Context: an optimization exercise on an open-source flow, tuned for small area, a short achievable clock period and few clock cycles per item. The choices shown serve that exercise and are no tape-out recipe. RTL that was checked went through simulation tests only; none was proved equivalent to the original. For runs 2 and 4, only the layout was checked, not whether the RTL still works. No activity file was given, so power comes from the tool's default toggle rates.

===== flow/design.v =====
`timescale 1ns/10ps
module mpadd32_shift (CLK, RST_N, s_out, a_in, b_in, write, start, ready);
	input CLK, RST_N;
	input [255:0] a_in, b_in;
	input write, start;
	output [256:0] s_out;
	output ready;
	localparam K  = 8;
	localparam LK = 3;   
	localparam NB = 256 / K;
	localparam L  = 5;   
	localparam LW = 2;   
	reg [255:0]  q;
	reg [NB-1:0] g;      
	reg [NB-1:0] p;      
	reg          cout;
	reg          ready;
	assign s_out = {cout, q};
	genvar j, i, l;
	wire [255:0]  wx;    
	wire [255:0]  wc;    
	wire [NB-1:0] bg;
	wire [NB-1:0] bp;
	generate
		for (j = 0; j < NB; j = j + 1) begin : add
			wire [K-1:0] x = a_in[j*K +: K] ^ b_in[j*K +: K];
			wire [K-1:0] y = a_in[j*K +: K] & b_in[j*K +: K];
			wire [K-1:0] G [0:LK];
			wire [K-1:0] P [0:LK];
			assign G[0] = y;
			assign P[0] = x;
			for (l = 0; l < LK; l = l + 1) begin : lvl
				for (i = 0; i < K; i = i + 1) begin : node
					if (i >= (1 << l)) begin : comb
						assign G[l+1][i] = G[l][i] | P[l][i] & G[l][i - (1 << l)];
						assign P[l+1][i] = P[l][i] & P[l][i - (1 << l)];
					end else begin : pass
						assign G[l+1][i] = G[l][i];
						assign P[l+1][i] = P[l][i];
					end
				end
			end
			assign wx[j*K +: K] = x;
			assign wc[j*K +: K] = {G[LK][K-2:0], 1'b0};
			assign bg[j] = G[LK][K-1];
			assign bp[j] = P[LK][K-1];
		end
	endgenerate
	wire [NB-1:0] pg [0:L];
	wire [NB-1:0] pp [0:L];
	assign pg[0] = bg;
	assign pp[0] = bp;
	generate
		for (l = 0; l < L; l = l + 1) begin : lvl
			wire [NB-1:0] gi, pi;
			if (l == LW) begin : inr
				assign gi = g;
				assign pi = p;
			end else begin : inw
				assign gi = pg[l];
				assign pi = pp[l];
			end
			for (i = 0; i < NB; i = i + 1) begin : node
				if (i >= (1 << l)) begin : comb
					assign pg[l+1][i] = gi[i] | (pi[i] & gi[i - (1 << l)]);
					assign pp[l+1][i] = pi[i] & pi[i - (1 << l)];
				end else begin : pass
					assign pg[l+1][i] = gi[i];
					assign pp[l+1][i] = pi[i];
				end
			end
		end
	endgenerate
	wire [NB:0] c = {pg[L], 1'b0};
	wire [255:0] t;
	generate
		for (j = 0; j < NB; j = j + 1) begin : inc
			for (i = 0; i < K; i = i + 1) begin : bit_
				if (j == 0) begin : first
					assign t[i] = 1'b0;
				end else if (i == 0) begin : lsb
					assign t[j*K] = c[j];
				end else begin : up
					assign t[j*K+i] = c[j] & (&q[j*K +: i]);
				end
			end
		end
	endgenerate
	always @(posedge CLK) begin
		q    <= (write ? wx : q) ^ (write ? wc : t);
		g    <= write ? pg[LW] : {NB{1'b0}};
		p    <= pp[LW];
		cout <= write ? 1'b0 : cout | c[NB];
		if (~RST_N)
			ready <= 1'b0;
		else
			ready <= start;
	end
endmodule

===== flow/flow/run.sh =====
#!/bin/bash
# The standard layout, with the port buffers made from buf_1 cells
# instead of the default delay buffers.
set -euo pipefail
export BUFFER_PORTS_ARGS="-buffer_cell sky130_fd_sc_hd__buf_1"
bash standard.sh > standard.log 2>&1

===== flow/standard.sh =====
#!/bin/bash
# synth_recipe.tcl (not shown) runs the flow's synth.tcl, then flattens the netlist and writes it again
# the make line also repeats each setting of config.mk as NAME=value (left out here)
make -C /OpenROAD-flow-scripts/flow DESIGN_CONFIG=/design/flow/config.mk WORK_HOME=/design/flow/orfs CLKGATE_MAP_FILE= SYNTH_SCRIPT=/design/flow/synth_recipe.tcl "${@:-finish}"

===== flow/config.mk =====
export PLATFORM = sky130hd
export DESIGN_NAME = mpadd32_shift
export DESIGN_NICKNAME = mpadd32_shift
export VERILOG_FILES = /design/flow/design.v
export SDC_FILE = /design/flow/constraint.sdc
export NUM_CORES = 4
export LEC_CHECK = 0
export CAP_MARGIN = 20
export CORE_MARGIN = 2
export CORE_UTILIZATION = 43
export CTS_CLUSTER_DIAMETER = 100
export CTS_CLUSTER_SIZE = 20
export SETUP_SLACK_MARGIN = 2.8
export SLEW_MARGIN = 20

===== flow/constraint.sdc =====
create_clock -name core_clock -period 5.0 [get_ports {CLK}]
set_input_delay 1.0000 -clock core_clock [delete_from_list [all_inputs] [get_ports {CLK}]]
set_output_delay 1.0000 -clock core_clock [all_outputs]
set_load 0.01 [all_outputs]

==> results of run 1 <==
==> stage by stage <==
| step | power [µW] | setup WS, ns | utilization | instances |
|---|---|---|---|---|
| after floorplan | 5370 | 2.58 | - | 2706 |
| after global placement | 6550 | 1.89 | 0.529 | 4094 |
| after detailed placement | 6600 | 1.87 | 0.529 | 4094 |
| after CTS | 8440 | 2.78 | 0.546 | 4125 |
| after global routing | 8970 | 2.75 | 0.554 | 4135 |
| final | 8500 | 2.82 | 0.554 | 4135 |
==> worst min-delay path: stages, from the launching register on <==
cell and delay, ns:
dfxtp_1 0.34, nand2_1 0.05, o31ai_1 0.06
==> registers in the layout (all words and copies together) (netlist names) <==
register  count
cout          1
p            28
g            32
q           256
ready         1
==> repair_timing <==
item	CTS	global route
setup endpoints to repair	195	124
resized for setup	122	111
gates cloned	0	1
pin swaps	4	14
buffers inserted	3	6
==> layer usage <==
layer / part of all wire / up-vias / GRT usage
met5: 0.0012 / - / 0
met4: 0.043 / 16 / 0.120
met3: 0.064 / 168 / 0.0612
met2: 0.50 / 703 / 0.559
met1: 0.40 / 10900 / 0.355
li1: - / 11200 / -
==> power by group through the flow <==
stage	clock network, µW	registers, µW	logic (µW)
after CTS	1820	3490	3130
final	1790	3510	3200
after floorplan	0	3630	1740
after global placement	0	3520	3030
after detailed placement	0	3540	3060
after global routing	1900	3580	3490
==> layout make-up <==
type / instances / area share
antenna: 3 / 0.000264
clock buffer: 25 / 0.0193
clock inverter: 3 / 0.00162
inverter: 52 / 0.00711
multi-input combinational: 2262 / 0.602
sequential: 318 / 0.226
tap: 680 / 0.0299
timing repair buffer: 792 / 0.114
==> cell usage in the layout (no fill, tap or decap), types with 30 or more instances in the layout <==
master / count
mux2i_1: 31
a21o_1: 45
nand4_1: 88
buf_2: 71
buf_1: 666
o21ai_0: 226
xnor2_1: 169
nand3_1: 85
a21oi_1: 145
a21oi_2: 33
nand2_1: 310
nor2_1: 138
clkbuf_2: 30
o21ai_1: 46
ha_4: 60
dfxtp_1: 262
inv_1: 51
dfxtp_2: 54
nor2b_1: 34
nor3_1: 32
xor2_1: 243
ha_1: 181
==> worst min path at each step <==
stage / startpoint / end / slack (ns) / cells after the start
global placement: p[31] / cout / 0.44 / 2
CTS: g[31] / cout / 0.47 / 2
detailed placement: g[31] / cout / 0.44 / 2
global route: q[3] / q[3] / 0.50 / 2
finish: q[3] / q[3] / 0.47 / 2
floorplan: g[31] / cout / 0.42 / 2
==> cells by family (layout without fill, tap and decap cells) <==
family,count (synthesis),after routing
fa+ha+maj,256,256
simple gates,815,815
buf+inv,126,872
compound gates,743,743
mux,36,36
xor+xnor,412,412
other cells,0,3
flops,318,318
==> run notes, run 1 <==
R2r setup slk = 2.88 ns
Vias in the first global route = 22,500
Fin. max-slew vios = 0
Crit start category = flop
Slowest stage delay, CP = 0.36 ns
Internal power = 5210 µW
Max Fclk = 0.458 GHz
Site Rows = 83
Post-synth top cells = dfxtp_1, nand2_1, o21ai_0, ha_1, xor2_1
Post-synthesis async set-or-reset flop share = 0
Ys Warns = 1
Final worst-path cycle share = 0.437
Total die area = 54,000 µm²
Reg-to-reg critical path endpoint = q[239]
Reg clk slew, reported paths = 0.09 ns
Sw frac = 0.387
Crit path capture type = output port
WL final = 88.0 mm
Fin. Hold Viols = 0
Slowest library cell on the worst path = dfxtp_1
Worst path depth = 1
Crit path from = q[2]
Crit path required time = 4.00 ns
Total iterations of the first detailed-routing run = 5
Worst Hold Class = flop to flop
Die X = 232 µm
DR vias/cell = 5.55
Fin area = 28,500 µm²
Post-synth top flop = dfxtp_1
Highest ir drop seen on vdd = 0.181 mV
Vias = 22,900
Final Wtd Congestion = 0.939
Final nets = 4,218
Slew HR = 0.520
Worst r2r src = g[0]
Synth top area share = 0.283
CTS tree = yes
Antenna violations before repair = 11
TritonCTS Sinks = 318
Area taken by multi-input logic gates = 17,100 µm²
CP Class = flop to output port
Port Buffer Count = 773
Largest net degree at the start of global routing = 102
DRC viols = 0
Number of synthesized flops with an enable pin = 1
Largest area contributor in the netlist = dfxtp_1
Max Cap Viol = 0
Status = timing/DRC/antenna clean
Unique cell type count in the Yosys netlist = 71
DP Area = 27,200 µm²
CTS Buf Count = 20
Clock Root Buffer = clkbuf_16
Worst-case clock buffer depth = 3
Combinational fraction of design power = 0.377
Compound-Gate Fraction of Synth Area = 0.200
Post-Synth XOR/XNOR Area = 0.161
Worst Skew = 0.0183 ns
Post-synthesis sequential area ratio = 0.284
Register area = 6450 µm²
Placeable Area = 51,400 µm²
Setup TNS = 0 ns
Die height = 232 µm
Reg power frac = 0.413
Delay-heaviest family, CP = flip-flops
I/O Pins = 774
Critical Path Fanout Max = 2
Tightest Pin Transition = 0.716 ns
Initial drt markers = 991
Global Route Usage Sum = 0.309
Reg2Reg Depth = 6
Switching power = 3290 µW
Post-Syn Area = 22,400 µm²
Most frequent cell after synthesis = dfxtp_1
Fin crit period = 2.18 ns
CP arrival = 1.18 ns
Synthesized-area fraction occupied by adder cells = 0.143
CTS Hold Bufs = 0
Flops & latches, synth = 318
Cell Pwr Density = 298 nW/µm²
Post-Syn Instances = 2,706
Unrepaired setup endpoints after global routing = true
Synth area leaders = dfxtp_1, ha_1, xor2_1
HPWL Detailed = 73.7 mm
Worst-Skew Late Latency = 0.55 ns
H-tree levels = 1
Initial Util = 0.436
Wire length of the first global-routing pass = 129 mm
Layout fillers = 4,921
Syn avg cell area = 8.29 µm²
Total gr overflow = 0
CP Cell Sequence = buf_1
Area growth syn-to-layout = 27.0%
Mapped Nets = 3,478
Mux cell area share after synthesis = 0.0163
Simple-gate portion of the synthesized area = 0.174
Crit path buf inv count = 1
Lkg Pwr = 0.0109 µW
Largest family of logic cells by synthesized area = compound AO/OA/AOI/OAI gates
Final setup violation count = 0
Clock Power Share = 0.210
Routed len/inst = 21.3 µm
Worst setup path endpoint = s_out[2]
Hold_ws = 0.473 ns
Fraction of layout cells with a size suffix above 1 = 0.133
Antenna Violating Nets Remaining = 0
Testbench counts, summed over its fixed seeds: cycles 1,032, items 512.
==> run 2, diff against run 1 <==
--- a/flow/design.v
+++ b/flow/design.v
@@ -11,3 +11,3 @@
 	localparam L  = 5;   
-	localparam LW = 2;   
+	localparam LW = 1;   
 	reg [255:0]  q;
--- a/flow/config.mk
+++ b/flow/config.mk
@@ -9,3 +9,3 @@
 export CORE_MARGIN = 2
-export CORE_UTILIZATION = 43
+export CORE_UTILIZATION = 40
 export CTS_CLUSTER_DIAMETER = 100
==> run notes, run 2 <==
DRC viols = 0 (unchanged)
CTS tree = yes (unchanged)
Max Cap Viol = 0 (unchanged)
Most frequent cells in the layout = buf_1, nand2_1, xor2_1 (was buf_1, nand2_1, dfxtp_1)
Post-synth top cells = dfxtp_1, nand2_1, xor2_1, ha_1, o21ai_0 (was dfxtp_1, nand2_1, o21ai_0, ha_1, xor2_1)
Die X = 237 µm (was 232 µm)
Tightest Pin Transition = 1.31 ns (was 0.716 ns)
Synth top area share = 0.295 (was 0.283)
Largest area contributor in the netlist = dfxtp_1 (unchanged)
Most frequent cell after synthesis = dfxtp_1 (unchanged)
Synth area leaders = dfxtp_1, ha_1, xor2_1 (unchanged)
Number of flip-flops in the largest register = 256 (unchanged)
Hold_ws = 0.475 ns (was 0.473 ns)
Post-Synth XOR/XNOR Area = 0.184 (was 0.161)
Lkg Pwr = 0.0121 µW (was 0.0109 µW)
Unique cell type count in the Yosys netlist = 70 (was 71)
Final Wtd Congestion = 0.971 (was 0.939)
Total iterations of the first detailed-routing run = 5 (unchanged)
Unrepaired setup endpoints after global routing = true (unchanged)
Highest ir drop seen on vdd = 0.217 mV (was 0.181 mV)
Flops & latches, synth = 320 (was 318)
Routed len/inst = 19.8 µm (was 21.3 µm)
Vias in the first global route = 21,400 (was 22,500)
Worst Hold Class = flop to flop (unchanged)
Final nets = 4,221 (was 4,218)
Worst-Skew Late Latency = 0.54 ns (was 0.55 ns)
Fin. Hold Viols = 0 (unchanged)
Compound-Gate Fraction of Synth Area = 0.182 (was 0.200)
CP Class = flop to flop (was flop to output port)
Clock Root Buffer = clkbuf_16 (unchanged)
I/O Pins = 774 (unchanged)
TritonCTS Sinks = 320 (was 318)
Initial drt markers = 932 (was 991)
CTS Hold Bufs = 0 (unchanged)
Total die area = 56,100 µm² (was 54,000 µm²)
Reg clk slew, reported paths = 0.09 ns (about the same)
Antenna violations before repair = 9 (was 11)
Final setup violation count = 0 (unchanged)
Post-synthesis sequential area ratio = 0.296 (was 0.284)
Port Buffer Count = 773 (unchanged)
Ys Warns = 1 (unchanged)
Crit path capture type = flop (was output port)
Total gr overflow = 0 (unchanged)
Most flop-heavy register = q (unchanged)
Cell Pwr Density = 291 nW/µm² (was 298 nW/µm²)
Wire length of the first global-routing pass = 121 mm (was 129 mm)
Antenna Violating Nets Remaining = 0 (unchanged)
Post-Syn Instances = 2,560 (was 2,706)
Post-Syn Area = 21,700 µm² (was 22,400 µm²)
Status = timing/DRC/antenna clean (unchanged)
CP arrival = 2.90 ns (was 1.18 ns)
Crit start category = flop (unchanged)
Initial Util = 0.403 (was 0.436)
Critical Path Fanout Max = 5 (was 2)
Mux cell area share after synthesis = 0.00681 (was 0.0163)
Commonest non-fill, non-tap cell in the layout = buf_1 (unchanged)
Mapped Nets = 3,332 (was 3,478)
Largest family of logic cells by synthesized area = XOR/XNOR gates (was compound AO/OA/AOI/OAI gates)
Largest net degree at the start of global routing = 122 (was 102)
Die height = 237 µm (was 232 µm)
CTS Buf Count = 20 (unchanged)
Largest regs = q (256), g (32), p (30) (was q (256), g (32), p (28))
Slew HR = 0.118 (was 0.520)
Post-synthesis async set-or-reset flop share = 0 (unchanged)
Site Rows = 85 (was 83)
HPWL Detailed = 67.6 mm (was 73.7 mm)
Placeable Area = 53,700 µm² (was 51,400 µm²)
DR vias/cell = 5.23 (was 5.55)
Final worst-path cycle share = 0.497 (was 0.437)
Worst Skew = 0.0248 ns (was 0.0183 ns)
Area growth syn-to-layout = 35.2% (was 27.0%)
Global Route Usage Sum = 0.275 (was 0.309)
Synthesized-area fraction occupied by adder cells = 0.148 (was 0.143)
Post-synth top flop = dfxtp_1 (unchanged)
WL final = 82.2 mm (was 88.0 mm)
Fraction of layout cells with a size suffix above 1 = 0.213 (was 0.133)
Fin crit period = 2.48 ns (was 2.18 ns)
Number of synthesized flops with an enable pin = 1 (unchanged)
Worst-case clock buffer depth = 3 (unchanged)
Fin. max-slew vios = 0 (unchanged)
Setup TNS = 0 ns (unchanged)
Simple-gate portion of the synthesized area = 0.157 (was 0.174)
Max Fclk = 0.402 GHz (was 0.458 GHz)
Vias = 21,700 (was 22,900)
Crit path required time = 5.42 ns (was 4.00 ns)
Syn avg cell area = 8.47 µm² (was 8.29 µm²)
H-tree levels = 1 (unchanged)
-- run 2: cell count changes in the layout (fill, tap and decap cells not counted), moves of 29 or more --
cell	previous run	this run
a21o_1	45	90
a21oi_1	145	67
a21oi_2	33	88
buf_1	666	634
buf_4	18	141
inv_1	51	88
nand3_1	85	41
nor2_1	138	102
o21ai_0	226	148
o21ai_1	46	93
o21bai_2	8	37
-- run 2: final timing paths --
kind / from / end / slack, ns / depth (start not counted)
worst min register to register: g[31] / cout / 0.48 / 2
worst max register to register: p[7] / q[246] / 2.52 / 9
worst min-delay path: g[31] / cout / 0.48 / 2
worst max-delay path: p[7] / q[246] / 2.52 / 9
-- run 2: stage by stage --
stage	instances	power (µW)	setup WS, ns	area, µm²	util
6_report	4157	8530	2.52	29300	0.546
5_1_grt	4156	9020	2.42	29300	0.546
4_1_cts	4065	8340	2.51	27900	0.519
3_5_place_dp	3971	6430	1.88	26100	0.486
3_3_place_gp	3971	6370	1.91	26100	0.486
2_1_floorplan	2560	5260	2.34	22500	-
-- run 2: cells by family after synthesis --
family,Yosys count
XOR/XNOR,455
multiplexers,14
AO/OA/AOI/OAI,645
flip-flops,320
AND/OR/NAND/NOR,718
buffers and inverters,152
adder cells (fa/ha/maj),256
-- run 2: report_power, final --
part	switching (µW)	total (µW)	internal [µW]	leakage [µW]
Clock	960	1740	778	0.000280
Combinational	1800	3260	1460	0.00910
Sequential	510	3530	3020	0.00269
-- run 2: timing repair --
action                     in CTS  in global routing
setup endpoints to repair     260                240
setup buffers                  68                 84
pin swaps                     101                193
resized for setup             250                289
-- run 2: cell type report --
class / instances / area, µm²
timing repair buffer: 931 / 4480
antenna: 8 / 20.0
sequential: 320 / 6510
clock inverter: 3 / 22.5
tap: 696 / 871
fill: 5181 / 24400
inverter: 88 / 330
clock buffer: 23 / 543
multi-input combinational: 2088 / 16500
-- run 2: critical path, cell delays in order (launching register included) --
cell and delay, ns:
dfxtp_2 0.33, and2_4 0.17, a221oi_4 0.33, a21oi_4 0.13
o2111ai_4 0.32, a21oi_4 0.13, o2111ai_4 0.34, nand2_4 0.11
and3_4 0.22, a221o_1 0.28
-- run 2: per-layer routing --
metal,GRT usage,wire (µm),share of wire
met3,0.0564,4840,0.059
met2,0.503,41400,0.50
met4,0.0884,2870,0.035
met5,0,0,0
met1,0.320,33100,0.40
==> run 3, diff against run 2 <==
--- a/flow/design.v
+++ b/flow/design.v
@@ -11,3 +11,3 @@
 	localparam L  = 5;   
-	localparam LW = 1;   
+	localparam LW = 2;   
 	reg [255:0]  q;
==> run notes, run 3 <==
DR vias/cell = 5.40 (was 5.23)
Total die area = 58,000 µm² (was 56,100 µm²)
Routed len/inst = 20.7 µm (was 19.8 µm)
Worst-case clock buffer depth = 3 (unchanged)
Initial Util = 0.405 (was 0.403)
Area growth syn-to-layout = 28.1% (was 35.2%)
Fraction of layout cells with a size suffix above 1 = 0.141 (was 0.213)
Cell Pwr Density = 297 nW/µm² (was 291 nW/µm²)
Number of synthesized flops with an enable pin = 1 (unchanged)
Hold Crit Start = g[31] (unchanged)
Synth area leaders = dfxtp_1, ha_1, xor2_1 (unchanged)
Largest area contributor in the netlist = dfxtp_1 (unchanged)
Final Wtd Congestion = 0.985 (was 0.971)
Lkg Pwr = 0.0110 µW (was 0.0121 µW)
Vias in the first global route = 22,100 (was 21,400)
Max Fclk = 0.458 GHz (was 0.402 GHz)
Worst Hold Class = flop to flop (unchanged)
Number of flip-flops in the largest register = 256 (unchanged)
CTS tree = yes (unchanged)
Reg clk slew, reported paths = 0.08 ns (was 0.09 ns)
Largest net degree at the start of global routing = 180 (was 122)
TritonCTS Sinks = 318 (was 320)
Crit path capture type = flop (unchanged)
Final nets = 4,225 (was 4,221)
Syn avg cell area = 8.29 µm² (was 8.47 µm²)
CP arrival = 2.62 ns (was 2.90 ns)
DRC viols = 0 (unchanged)
DP Area = 27,300 µm² (was 26,100 µm²)
Hold path endpoint = cout (unchanged)
Max Cap Viol = 0 (unchanged)
Site Rows = 86 (was 85)
R2r setup slk = 2.87 ns (was 2.52 ns)
Dpl ws = 2.00 ns (was 1.88 ns)
Initial drt markers = 962 (was 932)
Routed length on met1 = 34.7 mm (was 33.1 mm)
Fin. max-slew vios = 0 (unchanged)
Mapped Nets = 3,478 (was 3,332)
Antenna Violating Nets Remaining = 0 (unchanged)
Die height = 241 µm (was 237 µm)
CP Class = input pin to flop (was flop to flop)
Fin crit period = 2.18 ns (was 2.48 ns)
Worst-Skew Late Latency = 0.56 ns (was 0.54 ns)
Slowest stage delay, CP = 0.41 ns (was 0.34 ns)
Largest regs = q (256), g (32), p (28) (was q (256), g (32), p (30))
Fin. Hold Viols = 0 (unchanged)
Post-synthesis sequential area ratio = 0.284 (was 0.296)
DR WL met2 = 43.8 mm (was 41.4 mm)
Flops & latches, synth = 318 (was 320)
Final total power = 8540 µW (was 8530 µW)
Wire length of the first global-routing pass = 125 mm (was 121 mm)
Post-synth top cells = dfxtp_1, nand2_1, o21ai_0, ha_1, xor2_1 (was dfxtp_1, nand2_1, xor2_1, ha_1, o21ai_0)
Ys Warns = 1 (unchanged)
Crit path buf inv count = 1 (was 0)
Fin area = 28,700 µm² (was 29,300 µm²)
CP Cell Sequence = buf_1 > ha_4 > a211oi_4 > o21bai_2 > a221o_1 > a221oi_2 > o22ai_1 (was and2_4 > a221oi_4 > a21oi_4 > o2111ai_4 > a21oi_4 > o2111ai_4 > nand2_4 > and3_4 > a221o_1)
Post-Syn Area = 22,400 µm² (was 21,700 µm²)
H-tree levels = 1 (unchanged)
Tightest Pin Transition = 0.636 ns (was 1.31 ns)
Reg-to-reg critical path endpoint = q[239] (was q[246])
CTS Buf Count = 21 (was 20)
Most flop-heavy register = q (unchanged)
Die X = 241 µm (was 237 µm)
Reg2Reg Depth = 6 (was 9)
Max Used Layer = met5 (was met4)
Slew HR = 0.575 (was 0.118)
Vias = 22,800 (was 21,700)
Final worst-path cycle share = 0.437 (was 0.497)
Worst r2r src = p[16] (was p[7])
WL met3 = 5.40 mm (was 4.84 mm)
Antenna violations before repair = 9 (unchanged)
Total gr overflow = 0 (unchanged)
Hold_ws = 0.470 ns (was 0.475 ns)
Placeable Area = 55,300 µm² (was 53,700 µm²)
Most frequent cells in the layout = buf_1, nand2_1, dfxtp_1 (was buf_1, nand2_1, xor2_1)
Crit start category = input pin (was flop)
CTS Hold Bufs = 0 (unchanged)
Post-Syn Instances = 2,706 (was 2,560)
Post-synth top flop = dfxtp_1 (unchanged)
Status = timing/DRC/antenna clean (unchanged)
I/O Pins = 774 (unchanged)
Slowest library cell on the worst path = a221o_1 (was o2111ai_4)
Synth top area share = 0.283 (was 0.295)
Unrepaired setup endpoints after global routing = true (unchanged)
Setup TNS = 0 ns (unchanged)
Crit path required time = 5.43 ns (was 5.42 ns)
WL final = 87.1 mm (was 82.2 mm)
Global Route Usage Sum = 0.278 (was 0.275)
Clock Root Buffer = clkbuf_16 (unchanged)
Final setup violation count = 0 (unchanged)
HPWL Detailed = 72.2 mm (was 67.6 mm)
Delay-heaviest family, CP = compound AO/OA/AOI/OAI gates (unchanged)
Hold path cells = 2 (unchanged)
Worst Skew = 0.0175 ns (was 0.0248 ns)
Post-synthesis async set-or-reset flop share = 0 (unchanged)
Unique cell type count in the Yosys netlist = 71 (was 70)
Most frequent cell after synthesis = dfxtp_1 (unchanged)
Port Buffer Count = 773 (unchanged)
Commonest non-fill, non-tap cell in the layout = buf_1 (unchanged)
Final WS setup = 2.82 ns (was 2.52 ns)
Highest ir drop seen on vdd = 0.258 mV (was 0.217 mV)
Total iterations of the first detailed-routing run = 5 (unchanged)
Critical Path Fanout Max = 4 (was 5)
-- run 3: cell count changes in the layout (fill, tap and decap cells not counted), moves of 36 or more --
cell and delta:
a21oi_1 +78, a21oi_2 -55, nand3_1 +44, inv_1 -37, buf_4 -116, o21ai_0 +79
nor2_1 +36, a21o_1 -44, o21ai_1 -55
-- run 3: layout make-up --
| cell class | instances | area (µm²) |
|---|---|---|
| fill | 5372 | 26600 |
| multi-input combinational | 2262 | 17100 |
| sequential | 318 | 6450 |
| timing repair buffer | 798 | 3350 |
| tap | 748 | 936 |
| clock buffer | 24 | 537 |
| inverter | 52 | 203 |
| clock inverter | 6 | 83.8 |
| antenna | 9 | 22.5 |
-- run 3: per-stage QoR --
| step | std cells | utilization |
|---|---|---|
| floorplan | 2706 | - |
| global placement | 4161 | 0.493 |
| detailed placement | 4161 | 0.493 |
| CTS | 4194 | 0.510 |
| global route | 4215 | 0.519 |
| finish | 4217 | 0.519 |
-- run 3: power by group --
part           internal (µW)  switching [µW]  total, µW
clock                    837             985       1820
combinational           1380            1810       3200
sequential              3010             507       3520
total                   5230            3310       8540
-- run 3: repair_timing --
| item | CTS | global route |
|---|---|---|
| gates resized for setup | 149 | 107 |
| hold endpoints to repair | 0 | 0 |
| endpoints found under the setup margin | 205 | 133 |
| buffers inserted | 3 | 12 |
| gates cloned | 0 | 2 |
| pin swaps | 6 | 17 |
-- run 3: metal layers --
layer	vias up	GRT usage
met1	10700	0.320
met2	679	0.508
met4	2	0.103
li1	11200	-
met3	143	0.0526
met5	-	0
-- run 3: worst max path at each step --
stage,from,to,slack (ns),cells after the start
after floorplan,a_in[169],g[23],2.58,7
after global placement,write,g[18],2.06,6
after detailed placement,write,g[17],2.00,6
after CTS,g[0],q[143],2.77,6
after global routing,a_in[226],g[31],2.77,8
final,b_in[241],g[31],2.82,7
-- run 3: worst register-to-register path, delay by kind of cell, from the launching register on --
kind	cells	cell delay (ns)
AND/OR/NAND/NOR	3	0.91
flip-flops	1	0.41
AO/OA/AOI/OAI	3	0.71
-- run 3: cell families (layout without fill, tap and decap cells) --
logic type               Yosys count  after routing  synth area share
XOR/XNOR                         412            412             0.161
adder cells (fa/ha/maj)          256            256             0.143
buffers and inverters            126            880            0.0217
other                              0              9                 0
AND/OR/NAND/NOR                  815            815             0.174
multiplexers                      36             36            0.0163
flip-flops                       318            318             0.284
AO/OA/AOI/OAI                    743            743             0.200
Testbench counts of run 3, summed over its fixed seeds: cycles 1,032, items 512.
==> run 4, diff against run 3 <==
--- a/flow/design.v
+++ b/flow/design.v
@@ -33,5 +33,5 @@
 				for (i = 0; i < K; i = i + 1) begin : node
-					if (i >= (1 << l)) begin : comb
-						assign G[l+1][i] = G[l][i] | P[l][i] & G[l][i - (1 << l)];
-						assign P[l+1][i] = P[l][i] & P[l][i - (1 << l)];
+					if ((i >> l) & 1) begin : comb
+						assign G[l+1][i] = G[l][i] | P[l][i] & G[l][((i >> l) << l) - 1];
+						assign P[l+1][i] = P[l][i] & P[l][((i >> l) << l) - 1];
 					end else begin : pass
==> run notes, run 4 <==
Crit path required time = 5.43 ns (about the same)
Most flop-heavy register = q (unchanged)
Reg-to-reg critical path endpoint = cout (was q[239])
Number of synthesized flops with an enable pin = 1 (unchanged)
Reg clk slew, reported paths = 0.09 ns (was 0.08 ns)
Fin area = 29,600 µm² (was 28,700 µm²)
CP arrival = 2.66 ns (was 2.62 ns)
Routed len/inst = 21.6 µm (was 20.7 µm)
Worst Skew = 0.0207 ns (was 0.0175 ns)
TritonCTS Sinks = 318 (unchanged)
Synth area leaders = dfxtp_1, ha_1, xor2_1 (unchanged)
R2r setup slk = 2.85 ns (was 2.87 ns)
Final WS setup = 2.77 ns (was 2.82 ns)
Syn avg cell area = 8.26 µm² (was 8.29 µm²)
Post-synthesis sequential area ratio = 0.280 (was 0.284)
Site Rows = 87 (was 86)
Most frequent cells in the layout = buf_1, nand2_1, dfxtp_1 (unchanged)
Largest area contributor in the netlist = dfxtp_1 (unchanged)
Worst-Skew Late Latency = 0.55 ns (was 0.56 ns)
Register area = 6450 µm² (about the same)
Dpl ws = 1.97 ns (was 2.00 ns)
CTS tree = yes (unchanged)
Worst r2r src = g[3] (was p[16])
Status = timing/DRC/antenna clean (unchanged)
Mapped Nets = 3,525 (was 3,478)
Crit start category = input pin (unchanged)
Die X = 242 µm (was 241 µm)
DR vias/cell = 5.50 (was 5.40)
Vias = 23,600 (was 22,800)
Highest ir drop seen on vdd = 0.264 mV (was 0.258 mV)
Unrepaired setup endpoints after global routing = true (unchanged)
Fin. max-slew vios = 0 (unchanged)
Fin util = 0.526 (was 0.519)
Max Cap Viol = 0 (unchanged)
CTS Buf Count = 20 (was 21)
Port Buffer Count = 773 (unchanged)
Hold Crit Start = g[31] (unchanged)
Hold path cells = 1 (was 2)
Final worst-path cycle share = 0.446 (was 0.437)
CP Class = input pin to flop (unchanged)
Post-synthesis async set-or-reset flop share = 0 (unchanged)
Post-Syn Area = 22,700 µm² (was 22,400 µm²)
Hold path endpoint = cout (unchanged)
HPWL Detailed = 76.8 mm (was 72.2 mm)
DRC viols = 0 (unchanged)
Final setup violation count = 0 (unchanged)
Post-synth top cells = nand2_1, dfxtp_1, o21ai_0, ha_1, xor2_1 (was dfxtp_1, nand2_1, o21ai_0, ha_1, xor2_1)
CTS Hold Bufs = 0 (unchanged)
Final Wtd Congestion = 0.996 (was 0.985)
Area taken by multi-input logic gates = 17,900 µm² (was 17,100 µm²)
I/O Pins = 774 (unchanged)
Lkg Pwr = 0.0113 µW (was 0.0110 µW)
Fin crit period = 2.23 ns (was 2.18 ns)
Largest regs = q (256), g (32), p (28) (unchanged)
Number of flip-flops in the largest register = 256 (unchanged)
Ys Warns = 1 (unchanged)
Slew HR = 0.505 (was 0.575)
Post-Syn Instances = 2,753 (was 2,706)
Layout fillers = 5,585 (was 5,372)
Fin. Hold Viols = 0 (unchanged)
Crit path capture type = flop (unchanged)
WL final = 92.4 mm (was 87.1 mm)
Clock Root Buffer = clkbuf_16 (unchanged)
Antenna violations before repair = 4 (was 9)
Final nets = 4,293 (was 4,225)
Total iterations of the first detailed-routing run = 5 (unchanged)
Die height = 242 µm (was 241 µm)
Wire length of the first global-routing pass = 136 mm (was 125 mm)
Area growth syn-to-layout = 30.2% (was 28.1%)
Worst Hold Class = flop to flop (unchanged)
Total die area = 58,800 µm² (was 58,000 µm²)
Initial Util = 0.404 (was 0.405)
Cell Pwr Density = 294 nW/µm² (was 297 nW/µm²)
Tightest Pin Transition = 0.743 ns (was 0.636 ns)
DP Area = 27,900 µm² (was 27,300 µm²)
H-tree levels = 1 (unchanged)
Max Fclk = 0.448 GHz (was 0.458 GHz)
Unique cell type count in the Yosys netlist = 70 (was 71)
Placeable Area = 56,300 µm² (was 55,300 µm²)
Global Route Usage Sum = 0.294 (was 0.278)
Setup TNS = 0 ns (unchanged)
Commonest non-fill, non-tap cell in the layout = buf_1 (unchanged)
Most frequent cell after synthesis = nand2_1 (was dfxtp_1)
Critical Path Fanout Max = 3 (was 4)
Total gr overflow = 0 (unchanged)
Synth top area share = 0.279 (was 0.283)
Largest net degree at the start of global routing = 202 (was 180)
Vias in the first global route = 22,900 (was 22,100)
Flops & latches, synth = 318 (unchanged)
Reg2Reg Depth = 6 (unchanged)
Post-synth top flop = dfxtp_1 (unchanged)
Fraction of layout cells with a size suffix above 1 = 0.153 (was 0.141)
Initial drt markers = 1,226 (was 962)
Worst-case clock buffer depth = 3 (unchanged)
Antenna Violating Nets Remaining = 0 (unchanged)
## run 4: per-stage QoR
step,hold WS [ns],instances,total power [µW]
final,0.470,4286,8730
after global routing,0.507,4285,9200
after CTS,0.474,4260,8630
after detailed placement,0.453,4224,6720
after global placement,0.457,4224,6680
after floorplan,0.430,2753,5440
## run 4: kinds of logic (layout without fill, tap and decap cells)
kind of cell,after synthesis,after routing,synth area share
simple gates,859,859,0.182
compound gates,742,742,0.199
xor+xnor,416,416,0.160
flops,318,318,0.280
fa+ha+maj,256,256,0.141
buf+inv,125,899,0.0209
mux,37,37,0.0166
other cells,0,3,0
## run 4: where the power goes
part	internal, µW	switching [µW]	total (µW)
Sequential	3010	510	3520
Clock	847	963	1810
Combinational	1450	1940	3390
## run 4: worst max path at each step
stage / from / to / depth (start not counted)
after floorplan: a_in[241] / g[30] / 7
after global placement: write / q[191] / 7
after detailed placement: write / g[6] / 6
after CTS: g[3] / q[135] / 6
after global routing: a_in[153] / g[22] / 8
final: b_in[120] / g[17] / 8
## run 4: final cells by class
class | count | share of cell area
diodes | 3 | 0.000253
inverters | 60 | 0.00785
repair buffers | 811 | 0.116
multi-input cells | 2310 | 0.605
clock buffers | 25 | 0.0189
flip-flops and latches | 318 | 0.218
clock inverters | 3 | 0.00160
well taps | 756 | 0.0319
## run 4: repair_timing
item                       4_1_cts  5_1_grt
resized for setup              152      158
pin swaps                       12       43
cloned                           0        1
setup endpoints to repair      188      136
buffers inserted                 8       22
## run 4: worst max-delay path, cell delays in order
cell	delay, ns
buf_1	0.08
ha_1	0.34
nand4_1	0.18
nor2_4	0.08
a221o_1	0.35
a311oi_4	0.37
o31ai_1	0.10
and2_1	0.16
## run 4: per-layer routing
layer | vias up | global-route usage | routed length [µm]
met4 | 4 | 0.0942 | 3400
li1 | 11500 | - | -
met3 | 142 | 0.0465 | 5260
met2 | 758 | 0.532 | 46100
met1 | 11200 | 0.353 | 37700
met5 | - | 0 | 27

port drivers added, routing unchanged:
The results above use ideal ports. As a check the final layouts listed here were re-extracted and re-timed, cells and wires unchanged. Step 1 sets driving cells, clkbuf_16 on the clock port and buf_2 on the other inputs (assumed; they add their load-dependent delay and slew). Step 2 moves the port delays by t, midway between the first and last clock arrival at a register: inputs arrive t later, outputs are due t later. That takes back most of the time a late clock gives input paths. a / b / c = ideal / step 1 / step 2; a / b = the first two.
run | t (ns) | setup WS [ns] | hold WS [ns]
run 1 | 0.611 | 2.817 / 2.752 / 2.226 | 0.473 / 0.473 / 0.473
run 2 | 0.596 | 2.515 / 2.515 / 2.034 | 0.475 / 0.475 / 0.475
run 3 | 0.608 | 2.815 / 2.765 / 2.239 | 0.470 / 0.470 / 0.470
run 4 | 0.605 | 2.769 / 2.745 / 2.196 | 0.470 / 0.470 / 0.470
After both steps every run listed still meets setup and hold. The setup slack of run 1, which loses most, moves by -0.065 ns with the drivers and by -0.591 ns with both steps.
